Context: an optimization exercise on an open-source flow, tuned for small area. The choices shown serve that exercise and are no tape-out recipe.
Where RTL was checked, it was by simulation tests only, not by an equivalence proof against the original.
The flow treats the clock pin as an ideal source, which a real chip does not have.

==> run H: inputs <==
## top
module top(
input clk,
input rst,
input minplus, hrplus,
output [3:0]out,
output [6:0]Display,
output ledtest,
output plustest
    );
==> module secondTest, before the edit <==
module secondTest(
input clk,
input rst,
output ledtest, pulse
    );
    localparam [10:0] M    = 11'b01010101010;
    localparam [10:0] PREV = 11'd137;     
    localparam [10:0] POS0 = 11'd275;     
    localparam [10:0] POS1 = 11'd550;     
    localparam [10:0] LAST = 11'd1467;    
    localparam [10:0] M0   = 11'b01111110111;  
    localparam [10:0] ML   = 11'b10110111011;  
    reg [5:0] k;
    reg [10:0] y;
    reg [6:0] q;
    wire [10:0] b = y ^ M;
    wire [10:0] bn = {b[9:0], ~(b[10] ^ b[8])};
    wire at0 = (b & M0) == (POS0 & M0);
    wire segend = (b & ML) == (LAST & ML);
    wire kend = k[5] & k[4] & k[3] & k[2];    
    localparam [63:0] T0 = 64'h0000004dcffffec0;
    localparam [63:0] T1 = 64'h00000026955eaa55;
    localparam [63:0] T2 = 64'h0000001db3333366;
    localparam [63:0] T3 = 64'h000000038a529478;
    localparam [63:0] T4 = 64'h0000000079332780;
    localparam [63:0] T5 = 64'h00000000070c3800;
    localparam [63:0] T6 = 64'h0000000000ffc000;
    localparam [63:0] GS = 64'hb6db6db6db6db6db;  
    localparam [63:0] NN = 64'h2492492492492492;  
    wire [6:0] t = {T6[k], T5[k], T4[k], T3[k], T2[k], T1[k], T0[k]};
    wire gapseg = GS[k];
    wire nextnogap = NN[k];
    wire [5:0] kc = {k[4:0] & kc[4:0], segend};
    wire [5:0] kn = k ^ kc;
    wire qw = q[6] & q[5] & q[2];
    wire [6:0] qc = {q[5:0] & qc[5:0], 1'b1};
    wire [6:0] qn = q ^ qc;
    always @(posedge clk)
      if (rst) begin
        k <= 6'd0;
        y <= PREV ^ M;
        q <= 7'd100;
      end else begin
        k <= kend ? 6'd0 : kn;
        if (kend) y <= POS0 ^ M;
        else if (segend) y <= (nextnogap ? POS1 : POS0) ^ M;
        else y <= bn ^ M;
        q <= qw ? 7'd0 : qn;
      end
    function lt7(input [6:0] a, input [6:0] c);
      integer i;
      reg r;
      begin
        r = 1'b0;
        for (i = 0; i < 7; i = i + 1)
          r = (~a[i] & c[i]) | (~(a[i] ^ c[i]) & r);
        lt7 = r;
      end
    endfunction
    assign ledtest = ~(at0 & gapseg) & lt7(q, t);
    assign pulse = kend;
endmodule
==> module Temp, before the edit <==
module Temp(
input clk, rst,
input pulse, minplus, hrplus,
output reg [3:0] mu,
output reg [2:0] mt,
output reg [3:0] hr
    );
  reg [5:0] s;
  reg r;
  wire flag = s[5] & s[4] & s[3] & s[2];  
  wire src = flag | minplus;
  wire step = src & ~r;
  wire [5:0] sc = {s[4:0] & sc[4:0], pulse};
  wire [5:0] sn = s ^ sc;
  wire sclr = pulse & flag;
  wire mu9 = mu[3] & mu[0];
  wire mt5 = mt[2] & mt[0];
  wire e = step & mu9;
  wire [3:0] mun = {mu[3] ? ~(step & mu[0]) : (step & mu[0] & mu[1] & mu[2]),
                    mu[2] ^ (step & mu[0] & mu[1]),
                    mu[1] ^ (step & mu[0] & ~mu[3]),
                    mu[0] ^ step};
  wire [2:0] mtn = {mt[2] ? ~(e & mt[0]) : (e & mt[0] & mt[1]),
                    mt[1] ^ (e & mt[0] & ~mt[2]),
                    mt[0] ^ e};
  wire c1 = mu9 & mt5;
  reg [3:0] hn;
  always @(*)
    case ({hrplus, c1})
      2'b00: hn = hr;
      2'b11:
        case (hr)
          4'd11: hn = 4'd1;
          4'd12: hn = 4'd2;
          default: hn = {hr[3:1] + 3'd1, hr[0]};
        endcase
      default:
        case (hr)
          4'd12: hn = 4'd1;
          default: hn = hr + 4'd1;
        endcase
    endcase
  always @(posedge clk)
    if (rst) begin
      s <= 6'd0;
      r <= 1'b1;
      mu <= 4'd0;
      mt <= 3'd0;
      hr <= 4'd1;
    end else begin
      s <= {sn[5:2] & {4{~sclr}}, sn[1:0]};
      r <= src;
      mu <= mun;
      mt <= mtn;
      if (step) hr <= hn;
    end
endmodule
==> module EnableDisplay, before the edit <==
module EnableDisplay(
input [1:0] m,
input [3:0] mu,
input [2:0] mt,
input [3:0] hr,
output reg [3:0] out,
output reg [3:0] d
    );
    always @(*)
      case (m)
        2'd0: begin out = 4'b0111; d = {3'd0, hr >= 4'd10}; end
        2'd1: begin out = 4'b1011; d = mu; end
        2'd2: begin out = 4'b1101; d = {1'b0, mt}; end
        default: begin out = 4'b1110; d = hr; end
      endcase
endmodule
export LEC_CHECK = 0
export CAP_MARGIN = 20
export CORE_MARGIN = 2
export CORE_UTILIZATION = 40
export SLEW_MARGIN = 20
create_clock -name core_clock -period 10.0 [get_ports {clk}]
standard.sh (not shown) runs the stock make flow with config.mk's settings and CLKGATE_MAP_FILE= SYNTH_SCRIPT=/design/flow/synth_recipe.tcl, a recipe that flattens the netlist after the stock synthesis.
==> flow/flow/run.sh <==
#!/bin/bash
# Own layout flow: the standard ORFS flow, with these changes:
#  - synthesis: the standard flow's synthesis script, but without the adder extraction
#    (ADDER_MAP_FILE empty) and with area-only ABC scripts (deepsyn with a
#    few seeds, then amap) in place of ORFS's delay-driven one; the smallest
#    mapping is kept (flow/abc_override.tcl);
#  - port buffers: sky130_fd_sc_hd__buf_1 instead of the resizer's default;
#  - clock: instead of an H-tree, flow/pre_cts.tcl (run by ORFS's CTS step
#    before clock_tree_synthesis, which then leaves the buffered clock alone)
#    drives the registers from a few clock buffers fed by the clock port.
# Each tool's output goes to the ORFS logs under orfs/logs; make's own output
# goes to flow_make.log in this folder.
set -euo pipefail
W=$(pwd)
mkdir -p "$W/abc_scripts"
scripts=""
for seed in 0 1 2 3 4 5 6 7; do
  f="$W/abc_scripts/deepsyn_$seed.abc"
  printf '%s\n' strash '&get -n' "&deepsyn -S $seed -J 50 -T 120" '&put' 'dch -f' amap > "$f"
  scripts="$scripts $f"
done
{
  printf 'set own_abc_scripts {%s}\n' "$scripts"
  cat "$W/flow/abc_override.tcl"
  cat "$W/synth_recipe.tcl"
} > "$W/own_synth.tcl"
export OWN_CLK_GROUPS=2
export OWN_CLK_BUF=sky130_fd_sc_hd__clkbuf_16
bash "$W/standard.sh" "SYNTH_SCRIPT=$W/own_synth.tcl" "ADDER_MAP_FILE=" \
  "BUFFER_PORTS_ARGS=-buffer_cell sky130_fd_sc_hd__buf_1" \
  "PRE_CTS_TCL=$W/flow/pre_cts.tcl" finish > "$W/flow_make.log" 2>&1
==> flow/flow/pre_cts.tcl <==
# Clock distribution without CTS: the registers are split into
# OWN_CLK_GROUPS groups by position (k-means), and each group's clock pins
# are driven by one OWN_CLK_BUF buffer at the group's centroid, fed straight
# from the clock port.
set dbu [[ord::get_db_tech] getDbUnitsPerMicron]
set pins {}
set pts {}
foreach p [get_pins -hierarchical */CLK] {
  set bb [[[sta::sta_to_db_pin $p] getInst] getBBox]
  lappend pins $p
  lappend pts [list [expr {([$bb xMin] + [$bb xMax]) / 2.0 / $dbu}] [expr {([$bb yMin] + [$bb yMax]) / 2.0 / $dbu}]]
}
set k $::env(OWN_CLK_GROUPS)
set n [llength $pins]
# initial centres: registers spread along the sorted x order
set order [lsort -real -indices [lmap q $pts {lindex $q 0}]]
set cent {}
for {set i 0} {$i < $k} {incr i} {
  lappend cent [lindex $pts [lindex $order [expr {int(($i + 0.5) * $n / $k)}]]]
}
for {set it 0} {$it < 50} {incr it} {
  set asg {}
  foreach q $pts {
    set best 0; set bd 1e30
    for {set i 0} {$i < $k} {incr i} {
      set c [lindex $cent $i]
      set d [expr {abs([lindex $q 0] - [lindex $c 0]) + abs([lindex $q 1] - [lindex $c 1])}]
      if {$d < $bd} { set bd $d; set best $i }
    }
    lappend asg $best
  }
  set new {}
  for {set i 0} {$i < $k} {incr i} {
    set sx 0; set sy 0; set m 0
    foreach q $pts a $asg { if {$a == $i} { set sx [expr {$sx + [lindex $q 0]}]; set sy [expr {$sy + [lindex $q 1]}]; incr m } }
    if {$m > 0} { lappend new [list [expr {$sx / $m}] [expr {$sy / $m}]] } else { lappend new [lindex $cent $i] }
  }
  set cent $new
}
for {set i 0} {$i < $k} {incr i} {
  set grp {}
  foreach p $pins a $asg { if {$a == $i} { lappend grp $p } }
  if {[llength $grp] == 0} { continue }
  puts "clock buffer $i at [lindex $cent $i] for [llength $grp] registers"
  insert_buffer -buffer_cell $::env(OWN_CLK_BUF) -net clk -load_pins $grp -buffer_name clkbuf_own_$i -location [lindex $cent $i]
}
Other scripts of this flow, unchanged in this note and not shown: flow/flow/abc_override.tcl
==> run Z: changes against run H <==
--- a/flow/design.v
+++ b/flow/design.v
@@ -27,8 +27,6 @@
     localparam [63:0] T5 = 64'h00000000070c3800;
     localparam [63:0] T6 = 64'h0000000000ffc000;
-    localparam [63:0] GS = 64'hb6db6db6db6db6db;  
     localparam [63:0] NN = 64'h2492492492492492;  
     wire [6:0] t = {T6[k], T5[k], T4[k], T3[k], T2[k], T1[k], T0[k]};
-    wire gapseg = GS[k];
     wire nextnogap = NN[k];
     wire [5:0] kc = {k[4:0] & kc[4:0], segend};
@@ -59,5 +57,5 @@
       end
     endfunction
-    assign ledtest = ~(at0 & gapseg) & lt7(q, t);
+    assign ledtest = ~at0 & lt7(q, t);
     assign pulse = kend;
 endmodule
@@ -89,20 +87,9 @@
                     mt[0] ^ e};
   wire c1 = mu9 & mt5;
-  reg [3:0] hn;
-  always @(*)
-    case ({hrplus, c1})
-      2'b00: hn = hr;
-      2'b11:
-        case (hr)
-          4'd11: hn = 4'd1;
-          4'd12: hn = 4'd2;
-          default: hn = {hr[3:1] + 3'd1, hr[0]};
-        endcase
-      default:
-        case (hr)
-          4'd12: hn = 4'd1;
-          default: hn = hr + 4'd1;
-        endcase
-    endcase
+  wire i1 = step & (hrplus ^ c1);
+  wire i2 = step & hrplus & c1;
+  wire [4:0] hsum = {1'b0, hr} + {3'd0, i2, i1};
+  wire hwrap = hsum[3] & hsum[2] & (hsum[1] | hsum[0]);
+  wire [3:0] hn = {hsum[3] & ~hwrap, hsum[2] & ~hwrap, hsum[1:0]};
   always @(posedge clk)
     if (rst) begin
@@ -117,5 +104,5 @@
       mu <= mun;
       mt <= mtn;
-      if (step) hr <= hn;
+      hr <= hn;
     end
 endmodule
@@ -168,14 +155,10 @@
 input [2:0] mt,
 input [3:0] hr,
-output reg [3:0] out,
-output reg [3:0] d
+output [3:0] out,
+output [3:0] d
     );
-    always @(*)
-      case (m)
-        2'd0: begin out = 4'b0111; d = {3'd0, hr >= 4'd10}; end
-        2'd1: begin out = 4'b1011; d = mu; end
-        2'd2: begin out = 4'b1101; d = {1'b0, mt}; end
-        default: begin out = 4'b1110; d = hr; end
-      endcase
+    assign out = {m[1] | m[0], m[1] | ~m[0], ~m[1] | m[0], ~m[1] | ~m[0]};
+    wire ht = hr[3] & (hr[2] | hr[1]);
+    assign d = m[1] ? (m[0] ? hr : {1'b0, mt}) : (m[0] ? mu : {3'd0, ht});
 endmodule
 `timescale 1ns / 1ps
--- a/flow/flow/run.sh
+++ b/flow/flow/run.sh
@@ -15,5 +15,5 @@
 mkdir -p "$W/abc_scripts"
 scripts=""
-for seed in 0 1 2 3 4 5 6 7; do
+for seed in $(seq 0 31); do
   f="$W/abc_scripts/deepsyn_$seed.abc"
   printf '%s\n' strash '&get -n' "&deepsyn -S $seed -J 50 -T 120" '&put' 'dch -f' amap > "$f"
==> run A: changes against run H <==
--- a/flow/design.v
+++ b/flow/design.v
@@ -27,8 +27,6 @@
     localparam [63:0] T5 = 64'h00000000070c3800;
     localparam [63:0] T6 = 64'h0000000000ffc000;
-    localparam [63:0] GS = 64'hb6db6db6db6db6db;  
     localparam [63:0] NN = 64'h2492492492492492;  
     wire [6:0] t = {T6[k], T5[k], T4[k], T3[k], T2[k], T1[k], T0[k]};
-    wire gapseg = GS[k];
     wire nextnogap = NN[k];
     wire [5:0] kc = {k[4:0] & kc[4:0], segend};
@@ -59,5 +57,5 @@
       end
     endfunction
-    assign ledtest = ~(at0 & gapseg) & lt7(q, t);
+    assign ledtest = ~at0 & lt7(q, t);
     assign pulse = kend;
 endmodule
@@ -89,20 +87,9 @@
                     mt[0] ^ e};
   wire c1 = mu9 & mt5;
-  reg [3:0] hn;
-  always @(*)
-    case ({hrplus, c1})
-      2'b00: hn = hr;
-      2'b11:
-        case (hr)
-          4'd11: hn = 4'd1;
-          4'd12: hn = 4'd2;
-          default: hn = {hr[3:1] + 3'd1, hr[0]};
-        endcase
-      default:
-        case (hr)
-          4'd12: hn = 4'd1;
-          default: hn = hr + 4'd1;
-        endcase
-    endcase
+  wire i1 = step & (hrplus ^ c1);
+  wire i2 = step & hrplus & c1;
+  wire [4:0] hsum = {1'b0, hr} + {3'd0, i2, i1};
+  wire hwrap = hsum[3] & hsum[2] & (hsum[1] | hsum[0]);
+  wire [3:0] hn = {hsum[3] & ~hwrap, hsum[2] & ~hwrap, hsum[1:0]};
   always @(posedge clk)
     if (rst) begin
@@ -117,5 +104,5 @@
       mu <= mun;
       mt <= mtn;
-      if (step) hr <= hn;
+      hr <= hn;
     end
 endmodule
--- a/flow/flow/run.sh
+++ b/flow/flow/run.sh
@@ -15,5 +15,5 @@
 mkdir -p "$W/abc_scripts"
 scripts=""
-for seed in 0 1 2 3 4 5 6 7; do
+for seed in $(seq 0 15); do
   f="$W/abc_scripts/deepsyn_$seed.abc"
   printf '%s\n' strash '&get -n' "&deepsyn -S $seed -J 50 -T 120" '&put' 'dch -f' amap > "$f"
@@ -25,6 +25,6 @@
   cat "$W/synth_recipe.tcl"
 } > "$W/own_synth.tcl"
-export OWN_CLK_GROUPS=2
-export OWN_CLK_BUF=sky130_fd_sc_hd__clkbuf_16
+export OWN_CLK_GROUPS=3
+export OWN_CLK_BUF=sky130_fd_sc_hd__clkbuf_8
 bash "$W/standard.sh" "SYNTH_SCRIPT=$W/own_synth.tcl" "ADDER_MAP_FILE=" \
   "BUFFER_PORTS_ARGS=-buffer_cell sky130_fd_sc_hd__buf_1" \
--- a/flow/config.mk
+++ b/flow/config.mk
@@ -8,4 +8,5 @@
 export CAP_MARGIN = 20
 export CORE_MARGIN = 2
-export CORE_UTILIZATION = 40
+export CORE_UTILIZATION = 70
+export PLACE_DENSITY = 0.8
 export SLEW_MARGIN = 20
==> impl_metrics.ini <==
[floorplan]
rows = 27
dieWidth_um = 80.2

[timing]
min_period_over_period_pct = 50.7
max_freq_mhz = 197

[global_route]
track_usage_pct = 15.5
first_global_vias = 1966

[cells_and_area]
utilization_pct = 45.4
num-fill-cells = 575
drive_gt1_share_pct = 0.893

[pwr]
swShare_pct = 22.4
vdd_drop_max_uv = 138
p_comb_share_pct = 8.8
seq_cell_power_w = 0.000223

[synthesis]
synth_cells = 319
synth_area_per_cell_um2 = 7.27
syn_area_um2 = 2320

[worst_setup_path]
crit_fanout = 8
reg2reg_from = u_temp.s[2]

[run_status]
run_status = timing/DRC/antenna clean

[detailed_routing]
route.met3.wl_um = 250
Source of the figures above: run Z

==> impl_metrics.ini <==
[run_status]
run_status = timing/DRC/antenna clean

[timing]
min_period_over_period_pct = 50.1
max_freq_mhz = 200

[cells_and_area]
utilization_pct = 79.9
num-fill-cells = 217

[pwr]
p_comb_share_pct = 9.0
swShare_pct = 22.5
seq_cell_power_w = 0.000220

[global_route]
track_usage_pct = 27.3

[worst_setup_path]
crit_fanout = 8
Source of the figures above: run A

==> impl_metrics.ini <==
[detailed_routing]
route.met3.wl_um = 243

[pwr]
seq_cell_power_w = 0.000221
p_leak_nw = 0.865

[synthesis]
synth_cells = 330
synth_area_per_cell_um2 = 7.12

[timing]
min_period_over_period_pct = 52.6
max_freq_mhz = 190

[floorplan]
rows = 27
dieWidth_um = 80.6

[run_status]
run_status = timing/DRC/antenna clean

[global_route]
first_global_vias = 1954
track_usage_pct = 16.5

[cells_and_area]
num-fill-cells = 608
drive_gt1_share_pct = 0.578
utilization_pct = 45.5

[worst_setup_path]
reg2reg_from = u_second.k[4]
Source of the figures above: run H

Only the layout flow was run in run Z; the RTL was not checked for function there.

[afterwards: timing with drivers on the ports]
The flow's constraints put no driver on any port. The routed layouts listed below were extracted and timed again, unchanged, in two steps. Step 1, drivers: a clkbuf_16 drives clk and a buf_2 each remaining input, both assumed. Step 2 also shifts input and output timing later by t, the mid clock arrival at the registers, as if the neighbouring blocks saw the same clock. a / b / c = ideal ports / drivers / drivers and shift; a / b = the first two.
| run | t (ns) | setup WS [ns] | clock arrival spread, ns | worst slew at a driven data input, ns | cell pins on the clock port's net |
|---|---|---|---|---|---|
| run H | 0.203 | 4.739 / 4.692 / 4.895 | 0.004 / 0.004 | 0.03 | 2 |
| run Z | 0.199 | 4.928 / 4.884 / 5.083 | 0.016 / 0.016 | 0.03 | 2 |
| run A | 0.198 | 4.993 / 4.948 / 5.146 | 0.032 / 0.032 | 0.03 | 3 |
After both steps setup and hold are still met in every run listed.
